This is an optimization exercise on Yosys and OpenROAD, whose aim is small area, not a production implementation. Function was not checked in any run shown here: the RTL went through the layout flow alone. No activity file was given, so power comes from the tool's default toggle rates.

==> design/flow/design.v <==
module inc_cond_mppt (
    input wire clk,
    input wire reset,
    input wire start,
    input wire [15:0] voltage_in,
    input wire [15:0] current_in,
    output wire [15:0] duty_cycle,
    output reg mpp_found,
    output wire [15:0] power_out
);
    reg [7:0] duty_hi;    
    reg       duty_mid;   
    reg       duty_lo;    
    assign duty_cycle = {2'b00, duty_hi, {5{duty_mid}}, duty_lo};
    reg calc, upd;
    reg [15:0] v_prev, i_prev;
    always @(posedge clk) begin
        v_prev <= voltage_in;
        i_prev <= current_in;
    end
    wire [15:0] i_same = ~(current_in ^ i_prev);
    wire [15:0] v_same = ~(voltage_in ^ v_prev);
    wire i_eq = &i_same;
    wire [16:0] ic, vc;
    assign ic[0] = 1'b1;
    assign vc[0] = 1'b1;
    genvar q;
    generate for (q = 0; q < 16; q = q + 1) begin : g_cmp
        if (q % 2 == 0) begin : g_even
            assign ic[q+1] = ~(i_same[q] ? ic[q] : current_in[q]);
            assign vc[q+1] = ~(v_same[q] ? vc[q] : voltage_in[q]);
        end else begin : g_odd
            assign ic[q+1] = ~(i_same[q] ? ic[q] : i_prev[q]);
            assign vc[q+1] = ~(v_same[q] ? vc[q] : v_prev[q]);
        end
    end endgenerate
    wire i_ge = ic[16];
    wire v_ge = vc[16];
    wire up = ~(i_ge ^ v_ge);
    wire step = calc & ~i_eq;
    wire [7:0] m = ~(duty_hi ^ {8{up}});
    wire [8:0] t;
    assign t[0] = 1'b1;
    genvar k;
    generate for (k = 0; k < 8; k = k + 1) begin : g_t
        assign t[k+1] = t[k] & m[k];
    end endgenerate
    wire sat = t[8];                        
    wire lo_zero = (duty_hi == 8'd1) & ~duty_lo;  
    wire set_l = sat | (~up & lo_zero);
    always @(posedge clk or posedge reset) begin
        if (reset) begin
            calc <= 1'b0;
            upd <= 1'b0;
            duty_hi <= 8'h80;
            duty_mid <= 1'b0;
            duty_lo <= 1'b0;
            mpp_found <= 1'b0;
        end else begin
            calc <= ~calc & ~upd & start;
            upd <= calc;
            if (calc)
                mpp_found <= i_eq;
            if (step & ~sat)
                duty_hi <= duty_hi ^ t[7:0];
            if (step & set_l) begin
                duty_mid <= up;
                duty_lo <= 1'b1;
            end
        end
    end
    mul24 u_mul (.a(voltage_in), .b(current_in), .p(power_out));
endmodule
module mfa(input a, input b, input c, output s, output co);
  assign {co, s} = a + b + c;
endmodule
module mha(input a, input b, output s, output co);
  assign {co, s} = a + b;
endmodule
module mul24(input [15:0] a, input [15:0] b, output [15:0] p);
  wire [17:0] a3;
  wire [16:1] tg, tp;
  assign a3[0] = a[0];
  assign tg[1] = a[1] & a[0];
  assign tp[1] = a[1] ^ a[0];
  assign tg[2] = a[2] & a[1];
  assign tp[2] = a[2] ^ a[1];
  assign tg[3] = a[3] & a[2];
  assign tp[3] = a[3] ^ a[2];
  assign tg[4] = a[4] & a[3];
  assign tp[4] = a[4] ^ a[3];
  assign tg[5] = a[5] & a[4];
  assign tp[5] = a[5] ^ a[4];
  assign tg[6] = a[6] & a[5];
  assign tp[6] = a[6] ^ a[5];
  assign tg[7] = a[7] & a[6];
  assign tp[7] = a[7] ^ a[6];
  assign tg[8] = a[8] & a[7];
  assign tp[8] = a[8] ^ a[7];
  assign tg[9] = a[9] & a[8];
  assign tp[9] = a[9] ^ a[8];
  assign tg[10] = a[10] & a[9];
  assign tp[10] = a[10] ^ a[9];
  assign tg[11] = a[11] & a[10];
  assign tp[11] = a[11] ^ a[10];
  assign tg[12] = a[12] & a[11];
  assign tp[12] = a[12] ^ a[11];
  assign tg[13] = a[13] & a[12];
  assign tp[13] = a[13] ^ a[12];
  assign tg[14] = a[14] & a[13];
  assign tp[14] = a[14] ^ a[13];
  assign tg[15] = a[15] & a[14];
  assign tp[15] = a[15] ^ a[14];
  assign tg[16] = 1'b0 & a[15];
  assign tp[16] = 1'b0 ^ a[15];
  wire tg_1 = tg[2] | (tp[2] & tg[1]);
  wire tp_1 = tp[2] & tp[1];
  wire tg_2 = tg[4] | (tp[4] & tg[3]);
  wire tp_2 = tp[4] & tp[3];
  wire tg_3 = tg[6] | (tp[6] & tg[5]);
  wire tp_3 = tp[6] & tp[5];
  wire tg_4 = tg[8] | (tp[8] & tg[7]);
  wire tp_4 = tp[8] & tp[7];
  wire tg_5 = tg[10] | (tp[10] & tg[9]);
  wire tp_5 = tp[10] & tp[9];
  wire tg_6 = tg[12] | (tp[12] & tg[11]);
  wire tp_6 = tp[12] & tp[11];
  wire tg_7 = tg[14] | (tp[14] & tg[13]);
  wire tp_7 = tp[14] & tp[13];
  wire tg_8 = tg[16] | (tp[16] & tg[15]);
  wire tp_8 = tp[16] & tp[15];
  wire tg_9 = tg[3] | (tp[3] & tg_1);
  wire tp_9 = tp[3] & tp_1;
  wire tg_10 = tg_2 | (tp_2 & tg_1);
  wire tp_10 = tp_2 & tp_1;
  wire tg_11 = tg[7] | (tp[7] & tg_3);
  wire tp_11 = tp[7] & tp_3;
  wire tg_12 = tg_4 | (tp_4 & tg_3);
  wire tp_12 = tp_4 & tp_3;
  wire tg_13 = tg[11] | (tp[11] & tg_5);
  wire tp_13 = tp[11] & tp_5;
  wire tg_14 = tg_6 | (tp_6 & tg_5);
  wire tp_14 = tp_6 & tp_5;
  wire tg_15 = tg[15] | (tp[15] & tg_7);
  wire tp_15 = tp[15] & tp_7;
  wire tg_16 = tg_8 | (tp_8 & tg_7);
  wire tp_16 = tp_8 & tp_7;
  wire tg_17 = tg[5] | (tp[5] & tg_10);
  wire tp_17 = tp[5] & tp_10;
  wire tg_18 = tg_3 | (tp_3 & tg_10);
  wire tp_18 = tp_3 & tp_10;
  wire tg_19 = tg_11 | (tp_11 & tg_10);
  wire tp_19 = tp_11 & tp_10;
  wire tg_20 = tg_12 | (tp_12 & tg_10);
  wire tp_20 = tp_12 & tp_10;
  wire tg_21 = tg[13] | (tp[13] & tg_14);
  wire tp_21 = tp[13] & tp_14;
  wire tg_22 = tg_7 | (tp_7 & tg_14);
  wire tp_22 = tp_7 & tp_14;
  wire tg_23 = tg_15 | (tp_15 & tg_14);
  wire tp_23 = tp_15 & tp_14;
  wire tg_24 = tg_16 | (tp_16 & tg_14);
  wire tp_24 = tp_16 & tp_14;
  wire tg_25 = tg[9] | (tp[9] & tg_20);
  wire tp_25 = tp[9] & tp_20;
  wire tg_26 = tg_5 | (tp_5 & tg_20);
  wire tp_26 = tp_5 & tp_20;
  wire tg_27 = tg_13 | (tp_13 & tg_20);
  wire tp_27 = tp_13 & tp_20;
  wire tg_28 = tg_14 | (tp_14 & tg_20);
  wire tp_28 = tp_14 & tp_20;
  wire tg_29 = tg_21 | (tp_21 & tg_20);
  wire tp_29 = tp_21 & tp_20;
  wire tg_30 = tg_22 | (tp_22 & tg_20);
  wire tp_30 = tp_22 & tp_20;
  wire tg_31 = tg_23 | (tp_23 & tg_20);
  wire tp_31 = tp_23 & tp_20;
  wire tg_32 = tg_24 | (tp_24 & tg_20);
  wire tp_32 = tp_24 & tp_20;
  assign a3[1] = tp[1] ^ 1'b0;
  assign a3[2] = tp[2] ^ tg[1];
  assign a3[3] = tp[3] ^ tg_1;
  assign a3[4] = tp[4] ^ tg_9;
  assign a3[5] = tp[5] ^ tg_10;
  assign a3[6] = tp[6] ^ tg_17;
  assign a3[7] = tp[7] ^ tg_18;
  assign a3[8] = tp[8] ^ tg_19;
  assign a3[9] = tp[9] ^ tg_20;
  assign a3[10] = tp[10] ^ tg_25;
  assign a3[11] = tp[11] ^ tg_26;
  assign a3[12] = tp[12] ^ tg_27;
  assign a3[13] = tp[13] ^ tg_28;
  assign a3[14] = tp[14] ^ tg_29;
  assign a3[15] = tp[15] ^ tg_30;
  assign a3[16] = tp[16] ^ tg_31;
  assign a3[17] = tg_32;
  wire [7:0] sl1, sl2, sl3;
  genvar gk;
  generate for (gk = 0; gk < 8; gk = gk + 1) begin : g_dec
    assign sl1[gk] = b[2*gk] & ~b[2*gk+1];
    assign sl2[gk] = ~b[2*gk] & b[2*gk+1];
    assign sl3[gk] = b[2*gk] & b[2*gk+1];
  end endgenerate
  wire bp0_0 = ~((sl1[0] & a[0]) | (sl3[0] & a3[0]));
  wire bp0_1 = ~((sl1[0] & a[1]) | (sl2[0] & a[0]) | (sl3[0] & a3[1]));
  wire bp0_2 = ~((sl1[0] & a[2]) | (sl2[0] & a[1]) | (sl3[0] & a3[2]));
  wire bp0_3 = ~((sl1[0] & a[3]) | (sl2[0] & a[2]) | (sl3[0] & a3[3]));
  wire bp0_4 = ~((sl1[0] & a[4]) | (sl2[0] & a[3]) | (sl3[0] & a3[4]));
  wire bp0_5 = ~((sl1[0] & a[5]) | (sl2[0] & a[4]) | (sl3[0] & a3[5]));
  wire bp0_6 = ~((sl1[0] & a[6]) | (sl2[0] & a[5]) | (sl3[0] & a3[6]));
  wire bp0_7 = ~((sl1[0] & a[7]) | (sl2[0] & a[6]) | (sl3[0] & a3[7]));
  wire bp0_8 = ~((sl1[0] & a[8]) | (sl2[0] & a[7]) | (sl3[0] & a3[8]));
  wire bp0_9 = ~((sl1[0] & a[9]) | (sl2[0] & a[8]) | (sl3[0] & a3[9]));
  wire bp0_10 = ~((sl1[0] & a[10]) | (sl2[0] & a[9]) | (sl3[0] & a3[10]));
  wire bp0_11 = ~((sl1[0] & a[11]) | (sl2[0] & a[10]) | (sl3[0] & a3[11]));
  wire bp0_12 = ~((sl1[0] & a[12]) | (sl2[0] & a[11]) | (sl3[0] & a3[12]));
  wire bp0_13 = ~((sl1[0] & a[13]) | (sl2[0] & a[12]) | (sl3[0] & a3[13]));
  wire bp0_14 = ~((sl1[0] & a[14]) | (sl2[0] & a[13]) | (sl3[0] & a3[14]));
  wire bp0_15 = ~((sl1[0] & a[15]) | (sl2[0] & a[14]) | (sl3[0] & a3[15]));
  wire bp0_16 = ~((sl2[0] & a[15]) | (sl3[0] & a3[16]));
  wire bp0_17 = ~((sl3[0] & a3[17]));
  wire bp1_0 = ~((sl1[1] & a[0]) | (sl3[1] & a3[0]));
  wire bp1_1 = ~((sl1[1] & a[1]) | (sl2[1] & a[0]) | (sl3[1] & a3[1]));
  wire bp1_2 = ~((sl1[1] & a[2]) | (sl2[1] & a[1]) | (sl3[1] & a3[2]));
  wire bp1_3 = ~((sl1[1] & a[3]) | (sl2[1] & a[2]) | (sl3[1] & a3[3]));
  wire bp1_4 = ~((sl1[1] & a[4]) | (sl2[1] & a[3]) | (sl3[1] & a3[4]));
  wire bp1_5 = ~((sl1[1] & a[5]) | (sl2[1] & a[4]) | (sl3[1] & a3[5]));
  wire bp1_6 = ~((sl1[1] & a[6]) | (sl2[1] & a[5]) | (sl3[1] & a3[6]));
  wire bp1_7 = ~((sl1[1] & a[7]) | (sl2[1] & a[6]) | (sl3[1] & a3[7]));
  wire bp1_8 = ~((sl1[1] & a[8]) | (sl2[1] & a[7]) | (sl3[1] & a3[8]));
  wire bp1_9 = ~((sl1[1] & a[9]) | (sl2[1] & a[8]) | (sl3[1] & a3[9]));
  wire bp1_10 = ~((sl1[1] & a[10]) | (sl2[1] & a[9]) | (sl3[1] & a3[10]));
  wire bp1_11 = ~((sl1[1] & a[11]) | (sl2[1] & a[10]) | (sl3[1] & a3[11]));
  wire bp1_12 = ~((sl1[1] & a[12]) | (sl2[1] & a[11]) | (sl3[1] & a3[12]));
  wire bp1_13 = ~((sl1[1] & a[13]) | (sl2[1] & a[12]) | (sl3[1] & a3[13]));
  wire bp1_14 = ~((sl1[1] & a[14]) | (sl2[1] & a[13]) | (sl3[1] & a3[14]));
  wire bp1_15 = ~((sl1[1] & a[15]) | (sl2[1] & a[14]) | (sl3[1] & a3[15]));
  wire bp1_16 = ~((sl2[1] & a[15]) | (sl3[1] & a3[16]));
  wire bp1_17 = ~((sl3[1] & a3[17]));
  wire bp2_0 = ~((sl1[2] & a[0]) | (sl3[2] & a3[0]));
  wire bp2_1 = ~((sl1[2] & a[1]) | (sl2[2] & a[0]) | (sl3[2] & a3[1]));
  wire bp2_2 = ~((sl1[2] & a[2]) | (sl2[2] & a[1]) | (sl3[2] & a3[2]));
  wire bp2_3 = ~((sl1[2] & a[3]) | (sl2[2] & a[2]) | (sl3[2] & a3[3]));
  wire bp2_4 = ~((sl1[2] & a[4]) | (sl2[2] & a[3]) | (sl3[2] & a3[4]));
  wire bp2_5 = ~((sl1[2] & a[5]) | (sl2[2] & a[4]) | (sl3[2] & a3[5]));
  wire bp2_6 = ~((sl1[2] & a[6]) | (sl2[2] & a[5]) | (sl3[2] & a3[6]));
  wire bp2_7 = ~((sl1[2] & a[7]) | (sl2[2] & a[6]) | (sl3[2] & a3[7]));
  wire bp2_8 = ~((sl1[2] & a[8]) | (sl2[2] & a[7]) | (sl3[2] & a3[8]));
  wire bp2_9 = ~((sl1[2] & a[9]) | (sl2[2] & a[8]) | (sl3[2] & a3[9]));
  wire bp2_10 = ~((sl1[2] & a[10]) | (sl2[2] & a[9]) | (sl3[2] & a3[10]));
  wire bp2_11 = ~((sl1[2] & a[11]) | (sl2[2] & a[10]) | (sl3[2] & a3[11]));
  wire bp2_12 = ~((sl1[2] & a[12]) | (sl2[2] & a[11]) | (sl3[2] & a3[12]));
  wire bp2_13 = ~((sl1[2] & a[13]) | (sl2[2] & a[12]) | (sl3[2] & a3[13]));
  wire bp2_14 = ~((sl1[2] & a[14]) | (sl2[2] & a[13]) | (sl3[2] & a3[14]));
  wire bp2_15 = ~((sl1[2] & a[15]) | (sl2[2] & a[14]) | (sl3[2] & a3[15]));
  wire bp2_16 = ~((sl2[2] & a[15]) | (sl3[2] & a3[16]));
  wire bp2_17 = ~((sl3[2] & a3[17]));
  wire bp3_0 = ~((sl1[3] & a[0]) | (sl3[3] & a3[0]));
  wire bp3_1 = ~((sl1[3] & a[1]) | (sl2[3] & a[0]) | (sl3[3] & a3[1]));
  wire bp3_2 = ~((sl1[3] & a[2]) | (sl2[3] & a[1]) | (sl3[3] & a3[2]));
  wire bp3_3 = ~((sl1[3] & a[3]) | (sl2[3] & a[2]) | (sl3[3] & a3[3]));
  wire bp3_4 = ~((sl1[3] & a[4]) | (sl2[3] & a[3]) | (sl3[3] & a3[4]));
  wire bp3_5 = ~((sl1[3] & a[5]) | (sl2[3] & a[4]) | (sl3[3] & a3[5]));
  wire bp3_6 = ~((sl1[3] & a[6]) | (sl2[3] & a[5]) | (sl3[3] & a3[6]));
  wire bp3_7 = ~((sl1[3] & a[7]) | (sl2[3] & a[6]) | (sl3[3] & a3[7]));
  wire bp3_8 = ~((sl1[3] & a[8]) | (sl2[3] & a[7]) | (sl3[3] & a3[8]));
  wire bp3_9 = ~((sl1[3] & a[9]) | (sl2[3] & a[8]) | (sl3[3] & a3[9]));
  wire bp3_10 = ~((sl1[3] & a[10]) | (sl2[3] & a[9]) | (sl3[3] & a3[10]));
  wire bp3_11 = ~((sl1[3] & a[11]) | (sl2[3] & a[10]) | (sl3[3] & a3[11]));
  wire bp3_12 = ~((sl1[3] & a[12]) | (sl2[3] & a[11]) | (sl3[3] & a3[12]));
  wire bp3_13 = ~((sl1[3] & a[13]) | (sl2[3] & a[12]) | (sl3[3] & a3[13]));
  wire bp3_14 = ~((sl1[3] & a[14]) | (sl2[3] & a[13]) | (sl3[3] & a3[14]));
  wire bp3_15 = ~((sl1[3] & a[15]) | (sl2[3] & a[14]) | (sl3[3] & a3[15]));
  wire bp3_16 = ~((sl2[3] & a[15]) | (sl3[3] & a3[16]));
  wire bp3_17 = ~((sl3[3] & a3[17]));
  wire bp4_0 = ~((sl1[4] & a[0]) | (sl3[4] & a3[0]));
  wire bp4_1 = ~((sl1[4] & a[1]) | (sl2[4] & a[0]) | (sl3[4] & a3[1]));
  wire bp4_2 = ~((sl1[4] & a[2]) | (sl2[4] & a[1]) | (sl3[4] & a3[2]));
  wire bp4_3 = ~((sl1[4] & a[3]) | (sl2[4] & a[2]) | (sl3[4] & a3[3]));
  wire bp4_4 = ~((sl1[4] & a[4]) | (sl2[4] & a[3]) | (sl3[4] & a3[4]));
  wire bp4_5 = ~((sl1[4] & a[5]) | (sl2[4] & a[4]) | (sl3[4] & a3[5]));
  wire bp4_6 = ~((sl1[4] & a[6]) | (sl2[4] & a[5]) | (sl3[4] & a3[6]));
  wire bp4_7 = ~((sl1[4] & a[7]) | (sl2[4] & a[6]) | (sl3[4] & a3[7]));
  wire bp4_8 = ~((sl1[4] & a[8]) | (sl2[4] & a[7]) | (sl3[4] & a3[8]));
  wire bp4_9 = ~((sl1[4] & a[9]) | (sl2[4] & a[8]) | (sl3[4] & a3[9]));
  wire bp4_10 = ~((sl1[4] & a[10]) | (sl2[4] & a[9]) | (sl3[4] & a3[10]));
  wire bp4_11 = ~((sl1[4] & a[11]) | (sl2[4] & a[10]) | (sl3[4] & a3[11]));
  wire bp4_12 = ~((sl1[4] & a[12]) | (sl2[4] & a[11]) | (sl3[4] & a3[12]));
  wire bp4_13 = ~((sl1[4] & a[13]) | (sl2[4] & a[12]) | (sl3[4] & a3[13]));
  wire bp4_14 = ~((sl1[4] & a[14]) | (sl2[4] & a[13]) | (sl3[4] & a3[14]));
  wire bp4_15 = ~((sl1[4] & a[15]) | (sl2[4] & a[14]) | (sl3[4] & a3[15]));
  wire bp5_0 = ~((sl1[5] & a[0]) | (sl3[5] & a3[0]));
  wire bp5_1 = ~((sl1[5] & a[1]) | (sl2[5] & a[0]) | (sl3[5] & a3[1]));
  wire bp5_2 = ~((sl1[5] & a[2]) | (sl2[5] & a[1]) | (sl3[5] & a3[2]));
  wire bp5_3 = ~((sl1[5] & a[3]) | (sl2[5] & a[2]) | (sl3[5] & a3[3]));
  wire bp5_4 = ~((sl1[5] & a[4]) | (sl2[5] & a[3]) | (sl3[5] & a3[4]));
  wire bp5_5 = ~((sl1[5] & a[5]) | (sl2[5] & a[4]) | (sl3[5] & a3[5]));
  wire bp5_6 = ~((sl1[5] & a[6]) | (sl2[5] & a[5]) | (sl3[5] & a3[6]));
  wire bp5_7 = ~((sl1[5] & a[7]) | (sl2[5] & a[6]) | (sl3[5] & a3[7]));
  wire bp5_8 = ~((sl1[5] & a[8]) | (sl2[5] & a[7]) | (sl3[5] & a3[8]));
  wire bp5_9 = ~((sl1[5] & a[9]) | (sl2[5] & a[8]) | (sl3[5] & a3[9]));
  wire bp5_10 = ~((sl1[5] & a[10]) | (sl2[5] & a[9]) | (sl3[5] & a3[10]));
  wire bp5_11 = ~((sl1[5] & a[11]) | (sl2[5] & a[10]) | (sl3[5] & a3[11]));
  wire bp5_12 = ~((sl1[5] & a[12]) | (sl2[5] & a[11]) | (sl3[5] & a3[12]));
  wire bp5_13 = ~((sl1[5] & a[13]) | (sl2[5] & a[12]) | (sl3[5] & a3[13]));
  wire bp6_0 = ~((sl1[6] & a[0]) | (sl3[6] & a3[0]));
  wire bp6_1 = ~((sl1[6] & a[1]) | (sl2[6] & a[0]) | (sl3[6] & a3[1]));
  wire bp6_2 = ~((sl1[6] & a[2]) | (sl2[6] & a[1]) | (sl3[6] & a3[2]));
  wire bp6_3 = ~((sl1[6] & a[3]) | (sl2[6] & a[2]) | (sl3[6] & a3[3]));
  wire bp6_4 = ~((sl1[6] & a[4]) | (sl2[6] & a[3]) | (sl3[6] & a3[4]));
  wire bp6_5 = ~((sl1[6] & a[5]) | (sl2[6] & a[4]) | (sl3[6] & a3[5]));
  wire bp6_6 = ~((sl1[6] & a[6]) | (sl2[6] & a[5]) | (sl3[6] & a3[6]));
  wire bp6_7 = ~((sl1[6] & a[7]) | (sl2[6] & a[6]) | (sl3[6] & a3[7]));
  wire bp6_8 = ~((sl1[6] & a[8]) | (sl2[6] & a[7]) | (sl3[6] & a3[8]));
  wire bp6_9 = ~((sl1[6] & a[9]) | (sl2[6] & a[8]) | (sl3[6] & a3[9]));
  wire bp6_10 = ~((sl1[6] & a[10]) | (sl2[6] & a[9]) | (sl3[6] & a3[10]));
  wire bp6_11 = ~((sl1[6] & a[11]) | (sl2[6] & a[10]) | (sl3[6] & a3[11]));
  wire bp7_0 = ~((sl1[7] & a[0]) | (sl3[7] & a3[0]));
  wire bp7_1 = ~((sl1[7] & a[1]) | (sl2[7] & a[0]) | (sl3[7] & a3[1]));
  wire bp7_2 = ~((sl1[7] & a[2]) | (sl2[7] & a[1]) | (sl3[7] & a3[2]));
  wire bp7_3 = ~((sl1[7] & a[3]) | (sl2[7] & a[2]) | (sl3[7] & a3[3]));
  wire bp7_4 = ~((sl1[7] & a[4]) | (sl2[7] & a[3]) | (sl3[7] & a3[4]));
  wire bp7_5 = ~((sl1[7] & a[5]) | (sl2[7] & a[4]) | (sl3[7] & a3[5]));
  wire bp7_6 = ~((sl1[7] & a[6]) | (sl2[7] & a[5]) | (sl3[7] & a3[6]));
  wire bp7_7 = ~((sl1[7] & a[7]) | (sl2[7] & a[6]) | (sl3[7] & a3[7]));
  wire bp7_8 = ~((sl1[7] & a[8]) | (sl2[7] & a[7]) | (sl3[7] & a3[8]));
  wire bp7_9 = ~((sl1[7] & a[9]) | (sl2[7] & a[8]) | (sl3[7] & a3[9]));
  wire s1, c2;
  mfa f2 (.a(bp0_4), .b(bp1_2), .c(bp2_0), .s(s1), .co(c2));
  wire s3, c4;
  mfa f4 (.a(bp0_5), .b(bp1_3), .c(bp2_1), .s(s3), .co(c4));
  wire s5, c6;
  mfa f6 (.a(bp0_6), .b(bp1_4), .c(bp2_2), .s(s5), .co(c6));
  wire s7, c8;
  mfa f8 (.a(bp3_0), .b(c4), .c(s5), .s(s7), .co(c8));
  wire s9, c10;
  mfa f10 (.a(bp0_7), .b(bp1_5), .c(bp2_3), .s(s9), .co(c10));
  wire s11, c12;
  mfa f12 (.a(bp3_1), .b(c6), .c(s9), .s(s11), .co(c12));
  wire s13, c14;
  mfa f14 (.a(bp0_8), .b(bp1_6), .c(bp2_4), .s(s13), .co(c14));
  wire s15, c16;
  mfa f16 (.a(bp3_2), .b(bp4_0), .c(c10), .s(s15), .co(c16));
  wire s17, c18;
  mfa f18 (.a(s13), .b(c12), .c(s15), .s(s17), .co(c18));
  wire s19, c20;
  mfa f20 (.a(bp0_9), .b(bp1_7), .c(bp2_5), .s(s19), .co(c20));
  wire s21, c22;
  mfa f22 (.a(bp3_3), .b(bp4_1), .c(c14), .s(s21), .co(c22));
  wire s23, c24;
  mfa f24 (.a(s19), .b(c16), .c(s21), .s(s23), .co(c24));
  wire s25, c26;
  mfa f26 (.a(bp0_10), .b(bp1_8), .c(bp2_6), .s(s25), .co(c26));
  wire s27, c28;
  mfa f28 (.a(bp3_4), .b(bp4_2), .c(bp5_0), .s(s27), .co(c28));
  wire s29, c30;
  mfa f30 (.a(c20), .b(s25), .c(s27), .s(s29), .co(c30));
  wire s31, c32;
  mfa f32 (.a(c22), .b(s29), .c(c24), .s(s31), .co(c32));
  wire s33, c34;
  mfa f34 (.a(bp0_11), .b(bp1_9), .c(bp2_7), .s(s33), .co(c34));
  wire s35, c36;
  mfa f36 (.a(bp3_5), .b(bp4_3), .c(bp5_1), .s(s35), .co(c36));
  wire s37, c38;
  mfa f38 (.a(c26), .b(c28), .c(s33), .s(s37), .co(c38));
  wire s39, c40;
  mfa f40 (.a(s35), .b(c30), .c(s37), .s(s39), .co(c40));
  wire s41, c42;
  mfa f42 (.a(bp0_12), .b(bp1_10), .c(bp2_8), .s(s41), .co(c42));
  wire s43, c44;
  mfa f44 (.a(bp3_6), .b(bp4_4), .c(bp5_2), .s(s43), .co(c44));
  wire s45, c46;
  mfa f46 (.a(bp6_0), .b(c34), .c(c36), .s(s45), .co(c46));
  wire s47, c48;
  mfa f48 (.a(s41), .b(s43), .c(c38), .s(s47), .co(c48));
  wire s49, c50;
  mfa f50 (.a(s45), .b(c40), .c(s47), .s(s49), .co(c50));
  wire s51, c52;
  mfa f52 (.a(bp0_13), .b(bp1_11), .c(bp2_9), .s(s51), .co(c52));
  wire s53, c54;
  mfa f54 (.a(bp3_7), .b(bp4_5), .c(bp5_3), .s(s53), .co(c54));
  wire s55, c56;
  mfa f56 (.a(bp6_1), .b(c42), .c(c44), .s(s55), .co(c56));
  wire s57, c58;
  mfa f58 (.a(s51), .b(s53), .c(c46), .s(s57), .co(c58));
  wire s59, c60;
  mfa f60 (.a(s55), .b(c48), .c(s57), .s(s59), .co(c60));
  wire s61, c62;
  mfa f62 (.a(bp0_14), .b(bp1_12), .c(bp2_10), .s(s61), .co(c62));
  wire s63, c64;
  mfa f64 (.a(bp3_8), .b(bp4_6), .c(bp5_4), .s(s63), .co(c64));
  wire s65, c66;
  mfa f66 (.a(bp6_2), .b(bp7_0), .c(c52), .s(s65), .co(c66));
  wire s67, c68;
  mfa f68 (.a(c54), .b(s61), .c(s63), .s(s67), .co(c68));
  wire s69, c70;
  mfa f70 (.a(c56), .b(s65), .c(s67), .s(s69), .co(c70));
  wire s71, c72;
  mfa f72 (.a(c58), .b(s69), .c(c60), .s(s71), .co(c72));
  wire s73, c74;
  mfa f74 (.a(bp0_15), .b(bp1_13), .c(bp2_11), .s(s73), .co(c74));
  wire s75, c76;
  mfa f76 (.a(bp3_9), .b(bp4_7), .c(bp5_5), .s(s75), .co(c76));
  wire s77, c78;
  mfa f78 (.a(bp6_3), .b(bp7_1), .c(c62), .s(s77), .co(c78));
  wire s79, c80;
  mfa f80 (.a(c64), .b(s73), .c(s75), .s(s79), .co(c80));
  wire s81, c82;
  mfa f82 (.a(c66), .b(c68), .c(s77), .s(s81), .co(c82));
  wire s83, c84;
  mfa f84 (.a(s79), .b(c70), .c(s81), .s(s83), .co(c84));
  wire s85, c86;
  mfa f86 (.a(bp0_16), .b(bp1_14), .c(bp2_12), .s(s85), .co(c86));
  wire s87, c88;
  mfa f88 (.a(bp3_10), .b(bp4_8), .c(bp5_6), .s(s87), .co(c88));
  wire s89, c90;
  mfa f90 (.a(bp6_4), .b(bp7_2), .c(c74), .s(s89), .co(c90));
  wire s91, c92;
  mfa f92 (.a(c76), .b(s85), .c(s87), .s(s91), .co(c92));
  wire s93, c94;
  mfa f94 (.a(c78), .b(c80), .c(s89), .s(s93), .co(c94));
  wire s95, c96;
  mfa f96 (.a(s91), .b(c82), .c(s93), .s(s95), .co(c96));
  wire s97, c98;
  mfa f98 (.a(bp0_17), .b(bp1_15), .c(bp2_13), .s(s97), .co(c98));
  wire s99, c100;
  mfa f100 (.a(bp3_11), .b(bp4_9), .c(bp5_7), .s(s99), .co(c100));
  wire s101, c102;
  mfa f102 (.a(bp6_5), .b(bp7_3), .c(c86), .s(s101), .co(c102));
  wire s103, c104;
  mfa f104 (.a(c88), .b(s97), .c(s99), .s(s103), .co(c104));
  wire s105, c106;
  mfa f106 (.a(c90), .b(c92), .c(s101), .s(s105), .co(c106));
  wire s107, c108;
  mfa f108 (.a(s103), .b(c94), .c(s105), .s(s107), .co(c108));
  wire s109, c110;
  mfa f110 (.a(bp1_16), .b(bp2_14), .c(bp3_12), .s(s109), .co(c110));
  wire s111, c112;
  mfa f112 (.a(bp4_10), .b(bp5_8), .c(bp6_6), .s(s111), .co(c112));
  wire s113, c114;
  mfa f114 (.a(bp7_4), .b(c100), .c(c98), .s(s113), .co(c114));
  wire s115, c116;
  mfa f116 (.a(s109), .b(s111), .c(c102), .s(s115), .co(c116));
  wire s117, c118;
  mfa f118 (.a(c104), .b(s113), .c(c106), .s(s117), .co(c118));
  wire s119, c120;
  mfa f120 (.a(s115), .b(c108), .c(s117), .s(s119), .co(c120));
  wire s121, c122;
  mfa f122 (.a(bp1_17), .b(bp2_15), .c(bp3_13), .s(s121), .co(c122));
  wire s123, c124;
  mfa f124 (.a(bp4_11), .b(bp5_9), .c(bp6_7), .s(s123), .co(c124));
  wire s125, c126;
  mfa f126 (.a(bp7_5), .b(c110), .c(c112), .s(s125), .co(c126));
  wire s127, c128;
  mfa f128 (.a(s121), .b(s123), .c(c114), .s(s127), .co(c128));
  wire s129, c130;
  mfa f130 (.a(s125), .b(c116), .c(s127), .s(s129), .co(c130));
  wire s131, c132;
  assign s131 = ~(c118 ^ s129);
  assign c132 = c118 | s129;
  wire s133, c134;
  mfa f134 (.a(bp2_16), .b(bp3_14), .c(bp4_12), .s(s133), .co(c134));
  wire s135, c136;
  mfa f136 (.a(bp5_10), .b(bp6_8), .c(bp7_6), .s(s135), .co(c136));
  wire s137, c138;
  mfa f138 (.a(c122), .b(c124), .c(s133), .s(s137), .co(c138));
  wire s139, c140;
  mfa f140 (.a(s135), .b(c126), .c(s137), .s(s139), .co(c140));
  wire s141, c142;
  mfa f142 (.a(c128), .b(s139), .c(c130), .s(s141), .co(c142));
  wire s143, c144;
  mfa f144 (.a(bp2_17), .b(bp3_15), .c(bp4_13), .s(s143), .co(c144));
  wire s145, c146;
  mfa f146 (.a(bp5_11), .b(bp6_9), .c(bp7_7), .s(s145), .co(c146));
  wire s147, c148;
  mfa f148 (.a(c134), .b(c136), .c(s143), .s(s147), .co(c148));
  wire s149, c150;
  mfa f150 (.a(s145), .b(c138), .c(s147), .s(s149), .co(c150));
  wire s151, c152;
  mfa f152 (.a(c140), .b(s149), .c(c142), .s(s151), .co(c152));
  wire s153, c154;
  mfa f154 (.a(bp3_16), .b(bp4_14), .c(bp5_12), .s(s153), .co(c154));
  wire s155, c156;
  mfa f156 (.a(bp6_10), .b(bp7_8), .c(c144), .s(s155), .co(c156));
  wire s157, c158;
  mfa f158 (.a(c146), .b(s153), .c(c148), .s(s157), .co(c158));
  wire s159, c160;
  mfa f160 (.a(s155), .b(c150), .c(s157), .s(s159), .co(c160));
  wire x161 = (bp3_17 ^ bp4_15 ^ bp5_13 ^ bp6_11 ^ bp7_9 ^ c154 ^ c156 ^ c158 ^ c160);
  wire [23:0] rx = {x161, s159, s151, c132, s131, s119, c96, c84, s83, s71, c50, s49, s39, s31, c18, s17, c8, s7, c2, s1, bp0_3, bp0_2, bp0_1, bp0_0};
  wire [23:0] ry = {1'b1, c152, 1'b1, s141, c120, 1'b1, s107, s95, c72, 1'b1, s59, 1'b1, c32, 1'b1, s23, 1'b1, s11, 1'b1, s3, 1'b1, bp1_1, bp1_0, 1'b1, 1'b1};
  wire [23:0] g0 = rx & ry;
  wire [23:0] p0 = rx ^ ry;
  wire pg162 = g0[0] | (p0[0] & 1'b1);
  wire pg164 = g0[2] | (p0[2] & g0[1]);
  wire pp165 = p0[2] & p0[1];
  wire pg166 = g0[4] | (p0[4] & g0[3]);
  wire pp167 = p0[4] & p0[3];
  wire pg168 = g0[6] | (p0[6] & g0[5]);
  wire pp169 = p0[6] & p0[5];
  wire pg170 = g0[8] | (p0[8] & g0[7]);
  wire pp171 = p0[8] & p0[7];
  wire pg172 = g0[10] | (p0[10] & g0[9]);
  wire pp173 = p0[10] & p0[9];
  wire pg174 = g0[12] | (p0[12] & g0[11]);
  wire pp175 = p0[12] & p0[11];
  wire pg176 = g0[14] | (p0[14] & g0[13]);
  wire pp177 = p0[14] & p0[13];
  wire pg178 = g0[16] | (p0[16] & g0[15]);
  wire pp179 = p0[16] & p0[15];
  wire pg180 = g0[18] | (p0[18] & g0[17]);
  wire pp181 = p0[18] & p0[17];
  wire pg182 = g0[20] | (p0[20] & g0[19]);
  wire pp183 = p0[20] & p0[19];
  wire pg184 = g0[22] | (p0[22] & g0[21]);
  wire pp185 = p0[22] & p0[21];
  wire pg186 = g0[1] | (p0[1] & pg162);
  wire pg188 = pg164 | (pp165 & pg162);
  wire pg190 = g0[5] | (p0[5] & pg166);
  wire pp191 = p0[5] & pp167;
  wire pg192 = pg168 | (pp169 & pg166);
  wire pp193 = pp169 & pp167;
  wire pg194 = g0[9] | (p0[9] & pg170);
  wire pp195 = p0[9] & pp171;
  wire pg196 = pg172 | (pp173 & pg170);
  wire pp197 = pp173 & pp171;
  wire pg198 = g0[13] | (p0[13] & pg174);
  wire pp199 = p0[13] & pp175;
  wire pg200 = pg176 | (pp177 & pg174);
  wire pp201 = pp177 & pp175;
  wire pg202 = g0[17] | (p0[17] & pg178);
  wire pp203 = p0[17] & pp179;
  wire pg204 = pg180 | (pp181 & pg178);
  wire pp205 = pp181 & pp179;
  wire pg206 = g0[21] | (p0[21] & pg182);
  wire pp207 = p0[21] & pp183;
  wire pg208 = pg184 | (pp185 & pg182);
  wire pp209 = pp185 & pp183;
  wire pg210 = g0[3] | (p0[3] & pg188);
  wire pg212 = pg166 | (pp167 & pg188);
  wire pg214 = pg190 | (pp191 & pg188);
  wire pg216 = pg192 | (pp193 & pg188);
  wire pg218 = g0[11] | (p0[11] & pg196);
  wire pp219 = p0[11] & pp197;
  wire pg220 = pg174 | (pp175 & pg196);
  wire pp221 = pp175 & pp197;
  wire pg222 = pg198 | (pp199 & pg196);
  wire pp223 = pp199 & pp197;
  wire pg224 = pg200 | (pp201 & pg196);
  wire pp225 = pp201 & pp197;
  wire pg226 = g0[19] | (p0[19] & pg204);
  wire pp227 = p0[19] & pp205;
  wire pg228 = pg182 | (pp183 & pg204);
  wire pp229 = pp183 & pp205;
  wire pg230 = pg206 | (pp207 & pg204);
  wire pp231 = pp207 & pp205;
  wire pg232 = pg208 | (pp209 & pg204);
  wire pp233 = pp209 & pp205;
  wire pg234 = g0[7] | (p0[7] & pg216);
  wire pg236 = pg170 | (pp171 & pg216);
  wire pg238 = pg194 | (pp195 & pg216);
  wire pg240 = pg196 | (pp197 & pg216);
  wire pg242 = pg218 | (pp219 & pg216);
  wire pg244 = pg220 | (pp221 & pg216);
  wire pg246 = pg222 | (pp223 & pg216);
  wire pg248 = pg224 | (pp225 & pg216);
  wire pg250 = g0[23] | (p0[23] & pg232);
  wire pp251 = p0[23] & pp233;
  wire pg252 = g0[15] | (p0[15] & pg248);
  wire pg254 = pg178 | (pp179 & pg248);
  wire pg256 = pg202 | (pp203 & pg248);
  wire pg258 = pg204 | (pp205 & pg248);
  wire pg260 = pg226 | (pp227 & pg248);
  wire pg262 = pg228 | (pp229 & pg248);
  wire pg264 = pg230 | (pp231 & pg248);
  wire pg266 = pg232 | (pp233 & pg248);
  wire pg268 = pg250 | (pp251 & pg248);
  wire [15:0] hc = {pg266, pg264, pg262, pg260, pg258, pg256, pg254, pg252, pg248, pg246, pg244, pg242, pg240, pg238, pg236, pg234};
  assign p = ~(p0[23:8] ^ hc);
endmodule
==> design/flow/flow/run.sh <==
#!/bin/bash
# Layout flow: the standard ORFS flow, except that
#  - the adder cells mfa/mha of the RTL are mapped straight onto the
#    sky130 full/half adder cells (map.py), and Yosys's own full-adder
#    extraction is off (the design's adders are already explicit),
#  - ABC uses an area-oriented mapping script (abc.script),
#  - port buffers use the smallest buffer cell.
# Each tool's output goes to a log in this folder (make.log, orfs/logs/).
set -euo pipefail
W=$(pwd)
F=$W/flow
python3 $F/map.py $W/design.v $W/design_mapped.v
sed "s#^\(\s*\)log_cmd abc {\*}\$abc_args#\1log_cmd abc {*}[lreplace \$abc_args 1 1 $F/abc.script]#" \
  $FLOW_HOME/scripts/synth.tcl > $W/flow_synth.tcl
grep -q "lreplace" $W/flow_synth.tcl
sed "s#source \$::env(SCRIPTS_DIR)/synth.tcl#source $W/flow_synth.tcl#" $W/synth_recipe.tcl > $W/flow_synth_recipe.tcl
grep -q "flow_synth.tcl" $W/flow_synth_recipe.tcl
sed "s#^export VERILOG_FILES = .*#export VERILOG_FILES = $W/design_mapped.v#" $W/config.mk > $W/flow_config.mk
source $F/settings.sh
make -C $FLOW_HOME DESIGN_CONFIG=$W/flow_config.mk WORK_HOME=$W/orfs CLKGATE_MAP_FILE= \
  SYNTH_SCRIPT=$W/flow_synth_recipe.tcl ADDER_MAP_FILE= \
  "${MAKE_ARGS[@]}" finish > $W/make.log 2>&1
: # left out here: write the final layout as DEF
==> design/flow/flow/abc.script <==
strash
dch -f
map -a
topo
stime -c
==> design/flow/flow/map.py <==
#!/usr/bin/env python3
# Replace the bodies of the adder modules mfa/mha with sky130 cells.
import re, sys
src = open(sys.argv[1]).read()
cells = {
    'mfa': "  sky130_fd_sc_hd__fa_1 u (.A(a), .B(b), .CIN(c), .SUM(s), .COUT(co));\n",
    'mha': "  sky130_fd_sc_hd__ha_1 u (.A(a), .B(b), .SUM(s), .COUT(co));\n",
}
def rep(m):
    name, ports = m.group(1), m.group(2)
    if name in cells:
        return f"module {name}({ports});\n{cells[name]}endmodule"
    return m.group(0)
out = re.sub(r"module\s+(\w+)\s*\(([^;]*?)\);(.*?)endmodule", rep, src, flags=re.S)
open(sys.argv[2], 'w').write(out)
==> design/flow/flow/place_pre.tcl <==
# Buffer every input and output port (as the standard flow does), with a
# buffer cell sized for each side: inputs drive many loads, outputs one pin.
buffer_ports -inputs -buffer_cell sky130_fd_sc_hd__buf_1
buffer_ports -outputs -buffer_cell sky130_fd_sc_hd__buf_1
==> design/flow/flow/settings.sh <==
MAKE_ARGS=(CAP_MARGIN=20 CORE_MARGIN=2 CORE_UTILIZATION=40 SLEW_MARGIN=20
DONT_BUFFER_PORTS=1 PRE_GLOBAL_PLACE_TCL=$F/place_pre.tcl
"MIN_BUF_CELL_AND_PORTS=sky130_fd_sc_hd__buf_1 A X"
"GPL_TIMING_DRIVEN=0"
"CTS_BUF_LIST=sky130_fd_sc_hd__clkbuf_8"
"SYNTH_INSBUF=0"
"SETUP_SLACK_MARGIN=-0.15"
)
==> design/flow/standard.sh <==
#!/bin/bash
# synth_recipe.tcl (not shown) runs the flow's synth.tcl, then flattens the netlist and writes it again
# the make line also repeats each setting of config.mk as NAME=value (left out here)
make -C /OpenROAD-flow-scripts/flow DESIGN_CONFIG=/design/flow/config.mk WORK_HOME=/design/flow/orfs CLKGATE_MAP_FILE= SYNTH_SCRIPT=/design/flow/synth_recipe.tcl "${@:-finish}"
==> design/flow/config.mk <==
export PLATFORM = sky130hd
export DESIGN_NAME = inc_cond_mppt
export DESIGN_NICKNAME = inc_cond_mppt
export VERILOG_FILES = /design/flow/design.v
export SDC_FILE = /design/flow/constraint.sdc
export NUM_CORES = 4
export LEC_CHECK = 0
export CAP_MARGIN = 20
export CORE_MARGIN = 2
export CORE_UTILIZATION = 40
export SLEW_MARGIN = 20
==> design/flow/constraint.sdc <==
create_clock -name core_clock -period 10.0 [get_ports {clk}]
set_input_delay 2.0000 -clock core_clock [delete_from_list [all_inputs] [get_ports {clk}]]
set_output_delay 2.0000 -clock core_clock [all_outputs]
set_load 0.01 [all_outputs]
==> results.ini, run 1 <==
[grt]
grt.total_usage_pct=23.32
grt-ovfl-total=0
grt_pass1_wl_um=29900
grt_pass1_vias=5842
grt_max_degree=20
grt_antenna_before_repair=0

[timing]
finalHoldViolations=0
post-route-period-util_pct=98.13
fin_crit_ns=9.813
slew_headroom_pct=22.86
max_freq_ghz=0.1019
setup_viol=0
worst_slew_pin_slew_ns=1.153
skew_ns=0.01247
maxSlewViolCount=0

[cts]
cts_tree=built
cts_buffer_depth=2
cts.clk_slew.worst_paths_ns=0.10
hold_buffers=0
clock_latency_ns=0.33
cts-buffers-inserted=5
clkSinkCount=45
clockRootBuffer=clkbuf_8
cts_max_level=2

[floorplanning]
fp.coreArea_um2=14530
die_y_um=126.1
start_util_pct=41.05
io_pins=68
num_rows=44
fp.dieW_um=126.1
fp.dieArea_um2=15910

[pwr]
powerDensity_nw_per_um2=341.1
p_leak_nw=2.564
power.total_mw=2.518
ir_worst_vdd_v=0.0004001

[routing]
dr.pass1.iters=5
drtAntennaViolNets=0
vias=6198
drcViolationCount=0
routed_via_density=5.825
drt_iter0_markers=552
wl_per_cell_um=17.82
routed_wirelength_um=18960

[critical_path]
max_stage_delay_ns=0.52
cpMaxStageDelayCell=fa_1
required_ns=8.00
crit_path_frequent_cell=fa_1
crit_path_start_kind=input port
critPathCaptureType=output port
path_max_fanout=15
critPathArrivalTime_ns=7.81
rrSetupSlack_ns=5.77
crit_type=in -> out

[place]
gp_congestion=0.9572
dpl.hpwl_um=14450
numPortBuffers=65

[synth]
synthDistinctLibCells=38
synth_seq_cells=45
synth.top_cell.area_share_pct=26.51
yosysWarnings=1
yosys-top-cells-area=fa_1 27%, nor2_1 12%, dfxtp_1 11%
synth_area_um2=5966
synth_top_flop_cell=dfxtp_1
synth_area_leader_cell=fa_1
syn_area_per_cell_um2=7.648
yosys.cell_count.top_type=nor2_1
async_flop_share_pct=28.89
synth-seq-area-share_pct=16.21
synthTopCellsByCount=197 x nor2_1, 92 x clkinv_1, 79 x fa_1
syn_inst=780
synth_edf_count=0

[finish]
drive_gt1_share_pct=20.23
utilization_pct=50.79
syn2layout_area_growth_pct=23.74
nets=993
diodes=0

[run]
maxCapViolCount=0

[outcome]
status=no timing/DRC/antenna violations

[worst_hold_path]
worstHoldPathType=reg -> reg

what timing repair did:
action	in CTS	in global routing
setup buffers	15	11
endpoints found under the setup margin	11	6
pin swaps	26	43
gates resized for setup	104	78
hold endpoints to repair	0	0
worst paths after layout:
path                            endpoint  cells past startpoint          start
max                        power_out[15]                     35  voltage_in[0]
min                                 calc                      1            upd
max reg2reg                   duty_hi[5]                     27      v_prev[0]
min reg2reg                         calc                      1            upd
max in group asynchronous     duty_hi[7]                      2          reset
min in group asynchronous           calc                      2          reset
flip-flops by register name, indices dropped and copies added (netlist names):
register,count
duty_lo,1
v_prev,16
mpp_found,1
duty_hi,8
calc,1
upd,1
i_prev,16
duty_mid,1
routing by layer:
metal	vias to the layer above	routed length, um	global-route usage (%)
li1	2919	-	-
met3	51	1375	4.291
met1	2953	8216	32.82
met4	0	762	9.696
met5	-	0	0
met2	275	8605	35.39
kinds of logic (layout without fill, tap and decap cells):
logic type                 after synthesis  count (layout)  share of synthesized area [%]
other                                    1               2                        0.06286
buffers and inverters                   92             191                          5.789
and+or+nand+nor                        305             305                          20.39
muxes                                    1               1                         0.1887
AOI/OAI and AO/OA                      212             212                          24.25
adders and majority gates               79              79                          26.51
DFF                                     45              45                          16.21
xor gates and xnor gates                45              45                          6.607
per-stage QoR:
stage          hold WS [ns]  worst slack, ns  TNS [ns]  std cells  instance area [um^2]
2_1_floorplan        0.3833         -0.05456  -0.05456        781                  5969
5_1_grt              0.4337          -0.2135   -0.5995       1064                  7382
3_5_place_dp         0.3907           -2.108    -13.55       1030                  6444
4_1_cts              0.4043          -0.2273   -0.4454       1053                  6998
6_report             0.4033           0.1868         0       1064                  7382
3_3_place_gp         0.3859           -2.146    -14.13       1030                  6444
cells in the final DEF, fill, tap and decap left out, drive strengths merged, types with 10 or more instances in the layout:
cell,count
a21oi,60
a221oi,64
buf,90
clkinv,76
dfrtp,12
dfxtp,32
fa,79
inv,15
nand2,75
nor2,197
nor3,10
o21ai,16
o22ai,44
xnor2,17
xor2,28
cell type report:
type	count	area, um^2
clock buffers	5	68.82
inverters	92	400.4
flip-flops and latches	45	967.2
well taps	184	230.2
repair buffers	91	530.5
clock inverters	3	25.02
fillers	1471	7152
multi-input cells	644	5160
power by group:
part	leakage (nW)	total [mW]	internal [mW]	switching (mW)
Sequential	0.427	0.237	0.208	0.0285
Combinational	2.09	2.16	0.945	1.21
Clock	0.0447	0.122	0.0505	0.0715
Total	2.56	2.52	1.20	1.31
worst max-delay path: cells and delay by family:
family | cells | cell delay [ns]
AOI/OAI and AO/OA | 7 | 1.02
xor gates and xnor gates | 2 | 0.27
adders and majority gates | 5 | 2.21
buffers and inverters | 10 | 0.97
and+or+nand+nor | 11 | 1.32
==> inputs of run 2 (changes only) <==
--- a/design/flow/design.v
+++ b/design/flow/design.v
@@ -456,8 +456,7 @@
   wire s129, c130;
   mfa f130 (.a(s125), .b(c116), .c(s127), .s(s129), .co(c130));
   wire s131, c132;
-  assign s131 = ~(c118 ^ s129);
-  assign c132 = c118 | s129;
+  mfa f132 (.a(c118), .b(s129), .c(c120), .s(s131), .co(c132));
   wire s133, c134;
   mfa f134 (.a(bp2_16), .b(bp3_14), .c(bp4_12), .s(s133), .co(c134));
   wire s135, c136;
@@ -487,8 +486,8 @@
   wire s159, c160;
   mfa f160 (.a(s155), .b(c150), .c(s157), .s(s159), .co(c160));
   wire x161 = (bp3_17 ^ bp4_15 ^ bp5_13 ^ bp6_11 ^ bp7_9 ^ c154 ^ c156 ^ c158 ^ c160);
-  wire [23:0] rx = {x161, s159, s151, c132, s131, s119, c96, c84, s83, s71, c50, s49, s39, s31, c18, s17, c8, s7, c2, s1, bp0_3, bp0_2, bp0_1, bp0_0};
-  wire [23:0] ry = {1'b1, c152, 1'b1, s141, c120, 1'b1, s107, s95, c72, 1'b1, s59, 1'b1, c32, 1'b1, s23, 1'b1, s11, 1'b1, s3, 1'b1, bp1_1, bp1_0, 1'b1, 1'b1};
+  wire [23:0] rx = {x161, s159, s151, s141, s131, s119, c96, c84, s83, s71, c50, s49, s39, s31, c18, s17, c8, s7, c2, s1, bp0_3, bp0_2, bp0_1, bp0_0};
+  wire [23:0] ry = {1'b1, c152, 1'b1, c132, 1'b1, 1'b1, s107, s95, c72, 1'b1, s59, 1'b1, c32, 1'b1, s23, 1'b1, s11, 1'b1, s3, 1'b1, bp1_1, bp1_0, 1'b1, 1'b1};
   wire [23:0] g0 = rx & ry;
   wire [23:0] p0 = rx ^ ry;
   wire pg162 = g0[0] | (p0[0] & 1'b1);
==> design/flow/flow/abc.script (replaced) <==
strash
dch -f
map -a -F 2
topo
stime -c
==> run 2 against run 1 <==
Effect of this change: synthesized cell count grew 0.38%; critical path type unchanged; cell count is essentially flat; core utilization shrank 1.1 points; via count grew 1.2%; fmax shrank 0.21%; area after synthesis grew 0.73%; first-iteration DRC count grew 16%; register-to-register slack lost 0.14 ns.
==> results.ini, run 2 <==
[outcome]
status=no timing/DRC/antenna violations

[cts]
clkSinkCount=45
cts.clk_slew.worst_paths_ns=0.09
clock_latency_ns=0.32
cts-buffers-inserted=5
clockRootBuffer=clkbuf_8
cts_buffer_depth=2
cts_max_level=2
cts_tree=built

[finish]
utilization_pct=49.70
syn2layout_area_growth_pct=20.65
drive_gt1_share_pct=15.44
diodes=0
stdcell_count=1065
layout_commonest_cell=nor2_1
reg.largest.list=i_prev x16, v_prev x16, duty_hi x8
nFillCells=1443
nets=995
final_cell_mix=199 x nor2_1, 85 x nand2_1, 81 x a221oi_1, 77 x clkinv_1, 74 x fa_1

[synth]
async_flop_share_pct=28.89
yosysWarnings=1
yosys.cell_count.top_type=nor2_1
synth_area_um2=6010
synth.top_cell.area_share_pct=26.65
synth_area_leader_cell=fa_1
syn_inst=783
yosys-top-cells-area=fa_1 27%, nor2_1 14%, a221oi_1 13%
synthDistinctLibCells=35
syn_area_per_cell_um2=7.675
synthTopCellsByCount=218 x nor2_1, 91 x a221oi_1, 91 x clkinv_1
synth_top_flop_cell=dfxtp_1
synth_seq_cells=45
synth_edf_count=0
synth-seq-area-share_pct=16.09

[critical_path]
crit_type=in -> out
critPathCaptureType=output port
crit_path_start_kind=input port
cpMaxStageDelayCell=fa_1
crit_path_frequent_cell=nor2_4
required_ns=8.00
critPathArrivalTime_ns=7.83
path_max_fanout=19
rrSetupSlack_ns=5.63
max_stage_delay_ns=0.57

[floorplanning]
io_pins=68
fp.coreArea_um2=14590
fp.dieW_um=126.6
start_util_pct=41.19
num_rows=44
fp.dieArea_um2=16020
die_y_um=126.6

[routing]
dr.pass1.iters=5
routed_via_density=5.891
drcViolationCount=0
routed_wirelength_um=19080
drt_iter0_markers=639
drtAntennaViolNets=0
vias=6274
wl_per_cell_um=17.91

[worst_hold_path]
worstHoldPathType=reg -> reg

[place]
dpl.hpwl_um=13990
gp_congestion=0.9325
numPortBuffers=65
dp.cells=1034

[timing]
finalHoldViolations=0
slew_headroom_pct=20.14
worst_slew_pin_slew_ns=1.193
max_freq_ghz=0.1017
maxSlewViolCount=0
skew_ns=0.006616
holdWs_ns=0.4122
post-route-period-util_pct=98.33
setup_viol=0
fin_crit_ns=9.833
tns_ns=0

[run]
maxCapViolCount=0

[pwr]
powerDensity_nw_per_um2=338.4
p_leak_nw=2.534
power.total_mw=2.454
ir_worst_vdd_v=0.0003696

[grt]
grt_pass1_vias=5882
grt.total_usage_pct=23.63
grt_max_degree=21
grt_antenna_before_repair=0
grt-ovfl-total=0
grt_pass1_wl_um=30460

==> run 2: cell count changes after synthesis, sizes merged, moves of 2 or more <==
cell and change:
o21ai +5, a21oi -34, a31oi +2, and2 -4, xnor2 -4, nor2 +21
nand2 +14, nor3 -3, o22ai -29, xor2 +6, a22oi +3, o21a -2
nand3 +2, a221oi +27
==> run 2: layout make-up <==
cell class              instances  area [um^2]  area share [%]
well taps                     184        230.2           3.175
inverters                      91        366.6           5.056
repair buffers                 89        505.5           6.972
clock inverters                 3        22.52          0.3106
flip-flops and latches         45        967.2           13.34
clock buffers                   5        68.82          0.9491
multi-input cells             648         5090           70.20
==> run 2: final timing paths <==
path	cells after the start	from	end
worst min-delay path	1	upd	calc
worst max-delay path	35	voltage_in[3]	power_out[15]
min in group asynchronous	2	reset	duty_mid
max in group asynchronous	2	reset	duty_hi[7]
worst min register to register	1	upd	calc
worst max register to register	27	v_prev[1]	duty_hi[6]
==> run 2: critical path: cells and delay by family <==
kind / cells / cell delay (ns)
XOR/XNOR: 2 / 0.44
adder cells (fa/ha/maj): 4 / 2.02
AND/OR/NAND/NOR: 15 / 1.42
buffers and inverters: 8 / 0.83
AO/OA/AOI/OAI: 6 / 1.11
==> run 2: routing by layer <==
layer	wire (um)	track usage [%]	share of wire, %
met3	1708	5.230	9.0
met2	8832	37.40	46
met1	7810	31.51	41
met4	726	9.502	3.8
met5	0	0	0
==> run 2: logic make-up (layout without fill, tap and decap cells) <==
| logic type | after synthesis | after routing | share of synthesized area [%] |
|---|---|---|---|
| buffers and inverters | 91 | 188 | 5.684 |
| xor gates and xnor gates | 47 | 47 | 6.850 |
| other | 1 | 2 | 0.06240 |
| adders and majority gates | 80 | 80 | 26.65 |
| and+or+nand+nor | 336 | 336 | 21.97 |
| AOI/OAI and AO/OA | 183 | 183 | 22.69 |
| DFF | 45 | 45 | 16.09 |
==> run 2: stage by stage <==
| stage | worst slack, ns | instance area [um^2] |
|---|---|---|
| floorplan | 0.02753 | 6013 |
| global placement | -1.798 | 6487 |
| detailed placement | -1.776 | 6495 |
| CTS | -0.1819 | 6875 |
| global route | -0.2282 | 7251 |
| finish | 0.1666 | 7251 |
==> run 2: power breakdown <==
group          internal, mW  switching (mW)  total [mW]  leakage, nW
sequential            0.204          0.0241       0.229        0.421
combinational         0.883            1.22        2.10         2.07
clock                0.0497          0.0721       0.122       0.0481
==> run 2: timing repair <==
action                                  in CTS  in global routing
endpoints found under the setup margin      12                  8
endpoints found under the hold margin        0                  0
hold buffers                                 0                  0
resized for setup                           83                 75
pin swaps                                    8                 21
setup buffers                                6                 16

-- afterwards: timing with drivers on the ports --
Ports are ideal in the flow. The routed layouts listed here were re-timed in OpenROAD. Step 1 sets driving cells, clkbuf_16 on the clock port and buf_2 on the other inputs (assumed; they add their load-dependent delay and slew). Step 2 times the ports against the registers' clock, not the clock port: input delays grow and output delays shrink by t, the midpoint of the rising clock arrivals with the driver on. Three values: no drivers, after step 1, after step 2; two values: the first two.
run	shift t [ns]	setup slack, ns	worst setup path at the end	clock arrival spread, ns
run 1	0.362	0.187 / 0.121 / 0.121	input to output	0.012 / 0.012
run 2	0.356	0.167 / 0.130 / 0.130	input to output	0.009 / 0.009
After both steps setup and hold are still met in every run listed. For run 1, which loses most, drivers alone change the setup slack by -0.066 ns; drivers and shift together by -0.066 ns.
